What follows belongs to an exercise in optimizing a design on an open flow for small area; a production flow would make more cautious choices.
In this exercise RTL edits were held to simulation tests only and were not proved equivalent to the original.
The clock input has no modelled driver; a real chip could not lean on it and would need a root buffer or a full tree.

==> trial 55 <==
// APB
module APB
(
    input PCLK,
    input PRESETn,
    input [31:0] PADDR,
    input PSEL,
    input PENABLE,
    input PWRITE,
    input [31:0] PWDATA,
    output reg [31:0] PRDATA,
    output PREADY
);
==> module transmitter, before the edit <==
module transmitter
(
    input tx_en,
    input [7:0] data,
    input arst_n,
    input rst,
    input clk,
    output TX,
    output busy,
    output reg done
);
localparam [13:0] BAUD_LOAD = 14'b10101010101010;
localparam [13:0] BAUD_LAST = 14'b10010011111001;
reg [13:0] baud;
wire tick = (baud == BAUD_LAST);
reg [9:0] frame;
wire upper_zero = ~|frame[9:1];
wire fin = frame[9] & frame[0];
wire sending = (~upper_zero | frame[0]) & ~fin;
wire last = upper_zero & frame[0];
wire start = upper_zero & ~frame[0] & tx_en;
assign TX = frame[0] | upper_zero;
assign busy = sending | (~fin & tx_en);
wire keep = ~rst;
wire f_load = start & keep;
wire f_shift = tick & ~fin & keep;
wire f_hold = ~tick & ~fin & keep;
wire f_last = tick & last & keep;
always @(posedge clk) begin
    if (start | tick)
        baud <= BAUD_LOAD;
    else
        baud <= {~baud[12:0], baud[13] ^ baud[12]};
end
always @(posedge clk or negedge arst_n) begin
    if (~arst_n) begin
        frame <= 10'b0;
        done <= 1'b0;
    end else begin
    frame <= ({10{f_load}} & {1'b1, data, 1'b0})
           | ({10{f_shift}} & {1'b0, frame[9:1]})
           | ({10{f_hold}} & frame)
           | {f_last, 8'b0, f_last};
    done <= keep & (done | fin);
    end
end
endmodule
==> module receiver, before the edit <==
module receiver
(
    input clk,
    input rst,
    input arst_n,
    input rx_en,
    input RX,
    output busy,
    output reg done,
    output reg err,
    output [7:0] data
);
localparam [13:0] BAUD_LOAD  = 14'b10101010101010;
localparam [13:0] BAUD_START = 14'b10101010101011;
localparam [13:0] BAUD_LAST  = 14'b10010011111001;
localparam [3:0] S_IDLE = 4'd0;
localparam [3:0] S_FIRST = 4'd13;
localparam [3:0] S_FIN = 4'd2;
reg [13:0] baud;
reg [3:0] st;
reg [9:0] sipo;
reg rx_s1, rx_s2;  
wire tick = (baud == BAUD_LAST);
wire idle = (st == S_IDLE);
wire fin = (st == S_FIN);
wire receiving = ~idle & ~fin;
wire start = idle & rx_s2 & ~rx_s1 & rx_en;
wire sample = receiving & tick;
assign busy = receiving | start;
assign data = sipo[7:0];
wire keep = ~rst;
wire s_shift = sample & keep;
wire s_hold = ~sample & keep;
always @(posedge clk) begin
    rx_s1 <= RX | rst;
    rx_s2 <= rx_s1 | rst;
end
always @(posedge clk) begin
    if (start)
        baud <= BAUD_START;
    else if (tick)
        baud <= BAUD_LOAD;
    else
        baud <= {~baud[12:0], baud[13] ^ baud[12]};
end
always @(posedge clk or negedge arst_n) begin
    if (~arst_n) begin
        st <= S_IDLE;
        sipo <= 10'b0;
        done <= 1'b0;
        err <= 1'b0;
    end else begin
    if (~keep)
        st <= S_IDLE;
    else if (start)
        st <= S_FIRST;
    else if (fin)
        st <= S_IDLE;
    else if (sample)
        st <= {st[2:0], st[3] ^ st[2]};
    sipo <= ({10{s_shift}} & {RX, sipo[9:1]}) | ({10{s_hold}} & sipo);
    done <= keep & (done | (fin & sipo[9]));
    err <= keep & (err | (fin & ~sipo[9]));
    end
end
endmodule
==> module APB, before the edit <==
module APB
(
    input PCLK,
    input PRESETn,
    input [31:0] PADDR,
    input PSEL,
    input PENABLE,
    input PWRITE,
    input [31:0] PWDATA,
    output reg [31:0] PRDATA,
    output PREADY
);
reg [31:0] CTRL_REG;  
reg [31:0] TX_DATA;
reg acc;
assign PREADY = acc;
wire tx;
wire tx_busy, tx_done;
transmitter transmitter_UART
(
    .tx_en(CTRL_REG[0]),
    .data(TX_DATA[7:0]),
    .arst_n(PRESETn),
    .rst(CTRL_REG[1]),
    .clk(PCLK),
    .TX(tx),
    .busy(tx_busy),
    .done(tx_done)
);
wire rx_busy, rx_done, rx_err;
wire [7:0] rx_data_wire;
receiver receiver_UART
(
    .clk(PCLK),
    .rst(CTRL_REG[3]),
    .arst_n(PRESETn),
    .rx_en(CTRL_REG[2]),
    .RX(tx),
    .busy(rx_busy),
    .done(rx_done),
    .err(rx_err),
    .data(rx_data_wire)
);
wire hi_zero = ~|PADDR[31:2];
wire sel0 = hi_zero & (PADDR[1:0] == 2'd0);
wire sel1 = hi_zero & (PADDR[1:0] == 2'd1);
wire sel2 = hi_zero & (PADDR[1:0] == 2'd2);
wire sel3 = hi_zero & (PADDR[1:0] == 2'd3);
wire wr = acc & PWRITE;
always @(posedge PCLK or negedge PRESETn) begin
    if (~PRESETn)
        acc <= 1'b0;
    else
        acc <= ~acc & PSEL & PENABLE;
end
always @(posedge PCLK or negedge PRESETn) begin
    if (~PRESETn) begin
        CTRL_REG <= 32'b0;
        TX_DATA <= 32'b0;
    end else begin
        if (wr & sel0) CTRL_REG <= PWDATA;
        if (wr & sel2) TX_DATA <= PWDATA;
    end
end
always @(*) begin
    PRDATA = ({32{sel0}} & CTRL_REG)
           | ({32{sel2}} & TX_DATA)
           | ({32{sel1}} & {27'b0, rx_err, rx_done, rx_busy, tx_done, tx_busy})
           | ({32{sel3}} & {24'b0, rx_data_wire});
end
endmodule
==> flow/config.mk <==
export PLATFORM = sky130hd
export DESIGN_NAME = APB
export DESIGN_NICKNAME = APB
export VERILOG_FILES = /design/flow/design.v
export SDC_FILE = /design/flow/constraint.sdc
export NUM_CORES = 4
export LEC_CHECK = 0
export CAP_MARGIN = 20
export CORE_MARGIN = 2
export CORE_UTILIZATION = 65
export PLACE_DENSITY = 0.8
export SLEW_MARGIN = 20
==> flow/constraint.sdc <==
create_clock -name core_clock -period 10.0 [get_ports {PCLK}]
set_input_delay 2.0000 -clock core_clock [delete_from_list [all_inputs] [get_ports {PCLK}]]
set_output_delay 2.0000 -clock core_clock [all_outputs]
set_load 0.01 [all_outputs]
standard.sh (not shown) runs the stock make flow with config.mk's settings and CLKGATE_MAP_FILE= SYNTH_SCRIPT=/design/flow/synth_recipe.tcl, a recipe that flattens the netlist after the stock synthesis.
==> flow/flow/run.sh <==
#!/bin/bash
# Layout flow: the standard flow (standard.sh) with three changes.
#  1. Synthesis is the standard synthesis (synth_recipe.tcl) except that
#     ABC's final technology mapping runs an area script (flow/area.abc)
#     instead of ORFS's speed script (flow/my_synth.tcl); flip-flops, their
#     names and cells are those of the standard synthesis. Combinational
#     cells are then set to their smallest drive strength (flow/downsize.py);
#     later timing repair upsizes where needed.
#  2. Port buffers use the smallest buffer cell.
#  3. The clock tree is built by flow/clock_tree.tcl: the clock port drives
#     one root buffer, which drives a few leaf buffers, each at the centre of
#     the flip-flops it clocks (no dummy loads).
# Each tool's output goes to a log file of its own in this folder.
set -euo pipefail
here=$(pwd)
plat=$FLOW_HOME/platforms/$FLOW_PLATFORM
res=$here/orfs/results/$FLOW_PLATFORM/APB/base
lib=$plat/lib/sky130_fd_sc_hd__tt_025C_1v80.lib
OPENROAD=$(command -v openroad || echo $FLOW_HOME/../tools/install/OpenROAD/bin/openroad)
export BUFFER_PORTS_ARGS="-buffer_cell sky130_fd_sc_hd__buf_1"
source flow/settings.sh

sed -e "s#@AREA_ABC@#$here/flow/area.abc#" -e "s#@FLOW_SYNTH@#$here/synth_recipe.tcl#" \
    flow/my_synth.tcl > $here/my_synth.tcl
sed -e "s#SYNTH_SCRIPT=[^ ]*#SYNTH_SCRIPT=$here/my_synth.tcl#" standard.sh > $here/my_standard.sh
bash my_standard.sh $res/1_2_yosys.v > synth.log 2>&1
cp $res/1_2_yosys.v $here/1_2_yosys.abc.v
python3 flow/downsize.py $res/1_2_yosys.v $lib > downsize.log 2>&1
bash standard.sh synth > synth_odb.log 2>&1
bash standard.sh place > place.log 2>&1
RES=$res PLAT=$plat $OPENROAD -no_init -exit flow/clock_tree.tcl > cts.log 2>&1
bash standard.sh finish > finish.log 2>&1
==> flow/flow/settings.sh <==
# clock tree shape (flow/clock_tree.tcl)
export LEAVES=5
export ROOT_BUF=sky130_fd_sc_hd__clkbuf_4
export LEAF_BUF=sky130_fd_sc_hd__clkbuf_16
Other scripts of this flow, unchanged in this note and not shown: flow/flow/area.abc, flow/flow/clock_tree.tcl, flow/flow/downsize.py, flow/flow/my_synth.tcl
==> inputs of trial 35, as changes to trial 55 <==
--- a/flow/design.v
+++ b/flow/design.v
@@ -14,3 +14,4 @@
 reg [13:0] baud;
-wire tick = (baud == BAUD_LAST);
+localparam [13:0] TICK_MASK = 14'b11110101111111;
+wire tick = ((baud & TICK_MASK) == (BAUD_LAST & TICK_MASK));
 reg [9:0] frame;
@@ -23,3 +24,3 @@
 assign busy = sending | (~fin & tx_en);
-wire keep = ~rst;
+wire keep = arst_n & ~rst;
 wire f_load = start & keep;
@@ -34,7 +35,3 @@
 end
-always @(posedge clk or negedge arst_n) begin
-    if (~arst_n) begin
-        frame <= 10'b0;
-        done <= 1'b0;
-    end else begin
+always @(posedge clk) begin
     frame <= ({10{f_load}} & {1'b1, data, 1'b0})
@@ -44,3 +41,2 @@
     done <= keep & (done | fin);
-    end
 end
@@ -64,3 +60,3 @@
 localparam [3:0] S_FIRST = 4'd13;
-localparam [3:0] S_FIN = 4'd2;
+localparam [3:0] S_FIN = 4'd1;
 reg [13:0] baud;
@@ -69,3 +65,4 @@
 reg rx_s1, rx_s2;  
-wire tick = (baud == BAUD_LAST);
+localparam [13:0] TICK_MASK = 14'b11110101111111;
+wire tick = ((baud & TICK_MASK) == (BAUD_LAST & TICK_MASK));
 wire idle = (st == S_IDLE);
@@ -77,3 +74,3 @@
 assign data = sipo[7:0];
-wire keep = ~rst;
+wire keep = arst_n & ~rst;
 wire s_shift = sample & keep;
@@ -92,9 +89,3 @@
 end
-always @(posedge clk or negedge arst_n) begin
-    if (~arst_n) begin
-        st <= S_IDLE;
-        sipo <= 10'b0;
-        done <= 1'b0;
-        err <= 1'b0;
-    end else begin
+always @(posedge clk) begin
     if (~keep)
@@ -106,3 +97,3 @@
     else if (sample)
-        st <= {st[2:0], st[3] ^ st[2]};
+        st <= {st[2:0], st[3] ^ st[0]};
     sipo <= ({10{s_shift}} & {RX, sipo[9:1]}) | ({10{s_hold}} & sipo);
@@ -110,3 +101,2 @@
     err <= keep & (err | (fin & ~sipo[9]));
-    end
 end
@@ -162,16 +152,10 @@
 wire wr = acc & PWRITE;
-always @(posedge PCLK or negedge PRESETn) begin
-    if (~PRESETn)
-        acc <= 1'b0;
-    else
-        acc <= ~acc & PSEL & PENABLE;
-end
-always @(posedge PCLK or negedge PRESETn) begin
-    if (~PRESETn) begin
-        CTRL_REG <= 32'b0;
-        TX_DATA <= 32'b0;
-    end else begin
-        if (wr & sel0) CTRL_REG <= PWDATA;
-        if (wr & sel2) TX_DATA <= PWDATA;
-    end
+wire ctrl_load = wr & sel0 & PRESETn;
+wire ctrl_hold = ~(wr & sel0) & PRESETn;
+wire txd_load = wr & sel2 & PRESETn;
+wire txd_hold = ~(wr & sel2) & PRESETn;
+always @(posedge PCLK) begin
+    acc <= PRESETn & ~acc & PSEL & PENABLE;
+    CTRL_REG <= ({32{ctrl_load}} & PWDATA) | ({32{ctrl_hold}} & CTRL_REG);
+    TX_DATA <= ({32{txd_load}} & PWDATA) | ({32{txd_hold}} & TX_DATA);
 end
--- a/flow/flow/run.sh
+++ b/flow/flow/run.sh
@@ -4,4 +4,6 @@
 #     ABC's final technology mapping runs an area script (flow/area.abc)
-#     instead of ORFS's speed script (flow/my_synth.tcl); flip-flops, their
-#     names and cells are those of the standard synthesis. Combinational
+#     instead of ORFS's speed script (flow/my_synth.tcl), and without ORFS's
+#     half/full adder extraction (ADDER_MAP_FILE empty), which left XOR gates
+#     as half-adder cells ABC cannot optimise; flip-flops, their names and
+#     cells are those of the standard synthesis. Combinational
 #     cells are then set to their smallest drive strength (flow/downsize.py);
@@ -24,3 +26,3 @@
     flow/my_synth.tcl > $here/my_synth.tcl
-sed -e "s#SYNTH_SCRIPT=[^ ]*#SYNTH_SCRIPT=$here/my_synth.tcl#" standard.sh > $here/my_standard.sh
+sed -e "s#SYNTH_SCRIPT=[^ ]*#SYNTH_SCRIPT=$here/my_synth.tcl ADDER_MAP_FILE=#" standard.sh > $here/my_standard.sh
 bash my_standard.sh $res/1_2_yosys.v > synth.log 2>&1
==> flow/flow/settings.sh (replaced) <==
# clock tree shape (flow/clock_tree.tcl)
export LEAVES=4
export ROOT_BUF=sky130_fd_sc_hd__clkbuf_4
export LEAF_BUF=sky130_fd_sc_hd__clkbuf_16
--- a/flow/config.mk
+++ b/flow/config.mk
@@ -7,3 +7,3 @@
 export LEC_CHECK = 0
-export CAP_MARGIN = 20
+export CAP_MARGIN = 10
 export CORE_MARGIN = 2
@@ -11,2 +11,2 @@
 export PLACE_DENSITY = 0.8
-export SLEW_MARGIN = 20
+export SLEW_MARGIN = 10
==> inputs of build 50, as changes to trial 55 <==
--- a/flow/design.v
+++ b/flow/design.v
@@ -23,3 +23,3 @@
 assign busy = sending | (~fin & tx_en);
-wire keep = ~rst;
+wire keep = arst_n & ~rst;
 wire f_load = start & keep;
@@ -34,7 +34,3 @@
 end
-always @(posedge clk or negedge arst_n) begin
-    if (~arst_n) begin
-        frame <= 10'b0;
-        done <= 1'b0;
-    end else begin
+always @(posedge clk) begin
     frame <= ({10{f_load}} & {1'b1, data, 1'b0})
@@ -44,3 +40,2 @@
     done <= keep & (done | fin);
-    end
 end
@@ -77,3 +72,3 @@
 assign data = sipo[7:0];
-wire keep = ~rst;
+wire keep = arst_n & ~rst;
 wire s_shift = sample & keep;
@@ -92,9 +87,3 @@
 end
-always @(posedge clk or negedge arst_n) begin
-    if (~arst_n) begin
-        st <= S_IDLE;
-        sipo <= 10'b0;
-        done <= 1'b0;
-        err <= 1'b0;
-    end else begin
+always @(posedge clk) begin
     if (~keep)
@@ -110,3 +99,2 @@
     err <= keep & (err | (fin & ~sipo[9]));
-    end
 end
@@ -162,16 +150,10 @@
 wire wr = acc & PWRITE;
-always @(posedge PCLK or negedge PRESETn) begin
-    if (~PRESETn)
-        acc <= 1'b0;
-    else
-        acc <= ~acc & PSEL & PENABLE;
-end
-always @(posedge PCLK or negedge PRESETn) begin
-    if (~PRESETn) begin
-        CTRL_REG <= 32'b0;
-        TX_DATA <= 32'b0;
-    end else begin
-        if (wr & sel0) CTRL_REG <= PWDATA;
-        if (wr & sel2) TX_DATA <= PWDATA;
-    end
+wire ctrl_load = wr & sel0 & PRESETn;
+wire ctrl_hold = ~(wr & sel0) & PRESETn;
+wire txd_load = wr & sel2 & PRESETn;
+wire txd_hold = ~(wr & sel2) & PRESETn;
+always @(posedge PCLK) begin
+    acc <= PRESETn & ~acc & PSEL & PENABLE;
+    CTRL_REG <= ({32{ctrl_load}} & PWDATA) | ({32{ctrl_hold}} & CTRL_REG);
+    TX_DATA <= ({32{txd_load}} & PWDATA) | ({32{txd_hold}} & TX_DATA);
 end
==> flow/flow/settings.sh (replaced) <==
# clock tree shape (flow/clock_tree.tcl)
export LEAVES=4
export ROOT_BUF=sky130_fd_sc_hd__clkbuf_4
export LEAF_BUF=sky130_fd_sc_hd__clkbuf_16
--- a/flow/config.mk
+++ b/flow/config.mk
@@ -7,3 +7,3 @@
 export LEC_CHECK = 0
-export CAP_MARGIN = 20
+export CAP_MARGIN = 10
 export CORE_MARGIN = 2
@@ -11,2 +11,2 @@
 export PLACE_DENSITY = 0.8
-export SLEW_MARGIN = 20
+export SLEW_MARGIN = 10
==> impl_metrics.csv <==
group,metric,value,unit
power_and_ir_drop,p_comb,20.4,µW
run_status,status,"finished clean",
power_and_ir_drop,power_density,134,nW/µm²
worst_setup_path,rr_startpoint,"receiver_UART.baud[5]",
layout,fin_cells,598,
layout,inv_count,8,
yosys,avgSynthCellArea,12.5,µm²
worst_setup_path,rr_endpoint,"receiver_UART.sipo[3]",
clock_network,path_clk_slew,0.09,ns
yosys,synthFlopType,"dfrtp_1",
Source of the figures above: trial 55

==> impl_metrics.csv <==
group,metric,value,unit
worst_setup_path,r2r_cells,6,
layout,inv_count,5,
global_route,antenna_found_initial,0,
worst_setup_path,crit_path_cell_trace,"buf_1 -> or4_1 -> nor3_1 -> nand4_1 -> nor3b_1 -> o21ai_0 -> nand2_1 -> a221o_1 -> buf_1",
yosys,synthFlopType,"dfxtp_1",
power_and_ir_drop,power_density,186,nW/µm²
layout,mostFrequentLayoutCells,"dfxtp_1, buf_1, a22o_1",
power_and_ir_drop,p_comb,90.1,µW
routing,drcViolationCount,0,
layout,area_growth,16.0,%
clock_network,path_clk_slew,0.10,ns
run_status,status,"finished clean",
power_and_ir_drop,peakVddDrop,0.177,mV
power_and_ir_drop,p_clk_frac,0.231,
Source of the figures above: trial 35

==> impl_metrics.csv <==
group,metric,value,unit
run_status,status,"finished clean",
power_and_ir_drop,power_density,189,nW/µm²
worst_setup_path,rr_endpoint,"transmitter_UART.frame[8]",
clock_network,clk_latency,0.43,ns
sta,final_hold_viol_count,0,
yosys,avgSynthCellArea,10.9,µm²
layout,fin_cells,572,
worst_setup_path,rr_startpoint,"transmitter_UART.frame[4]",
power_and_ir_drop,p_comb,98.9,µW
yosys,synthFlopType,"dfxtp_1",
global_route,met3_usage,0.0475,
yosys,netlist_instances,383,
layout,inv_count,17,
layout,mostFrequentLayoutCells,"dfxtp_1, buf_1, a22o_1",
sta,whs,0.395,ns
worst_setup_path,crit_path_cell_trace,"buf_1 -> or4_1 -> nor3_1 -> nand4_1 -> nor3b_1 -> o311ai_0 -> nand3_1 -> buf_1",
Source of the figures above: build 50

No run of this note takes its clock network from TritonCTS; it comes from the design's own scripts or RTL.

static timing again, ports no longer ideal:
The results above use ideal ports. As a check the final layouts listed here were re-extracted and re-timed, cells and wires unchanged. Step 1 (the two cells are an assumption about what drives the block):
set clk [get_ports {PCLK}]
set_driving_cell -lib_cell sky130_fd_sc_hd__clkbuf_16 $clk
set_driving_cell -lib_cell sky130_fd_sc_hd__buf_2 [delete_from_list [all_inputs] $clk]
Step 2 times the ports against the registers' clock, not the clock port: input delays grow and output delays shrink by t, the midpoint of the rising clock arrivals with the driver on. a / b / c = ideal ports / drivers / drivers and shift; a / b = the first two.
run	t, ns	setup WS [ns]	slew at the worst register clock pin (ns)	worst data-port slew with drivers (ns)
trial 55	0.477	3.711 / 3.685 / 3.685	0.09 / 0.09	0.05
trial 35	0.453	3.713 / 3.690 / 3.690	0.11 / 0.11	0.05
build 50	0.457	3.832 / 3.806 / 3.806	0.11 / 0.11	0.04
After both steps setup and hold are still met in every run listed.
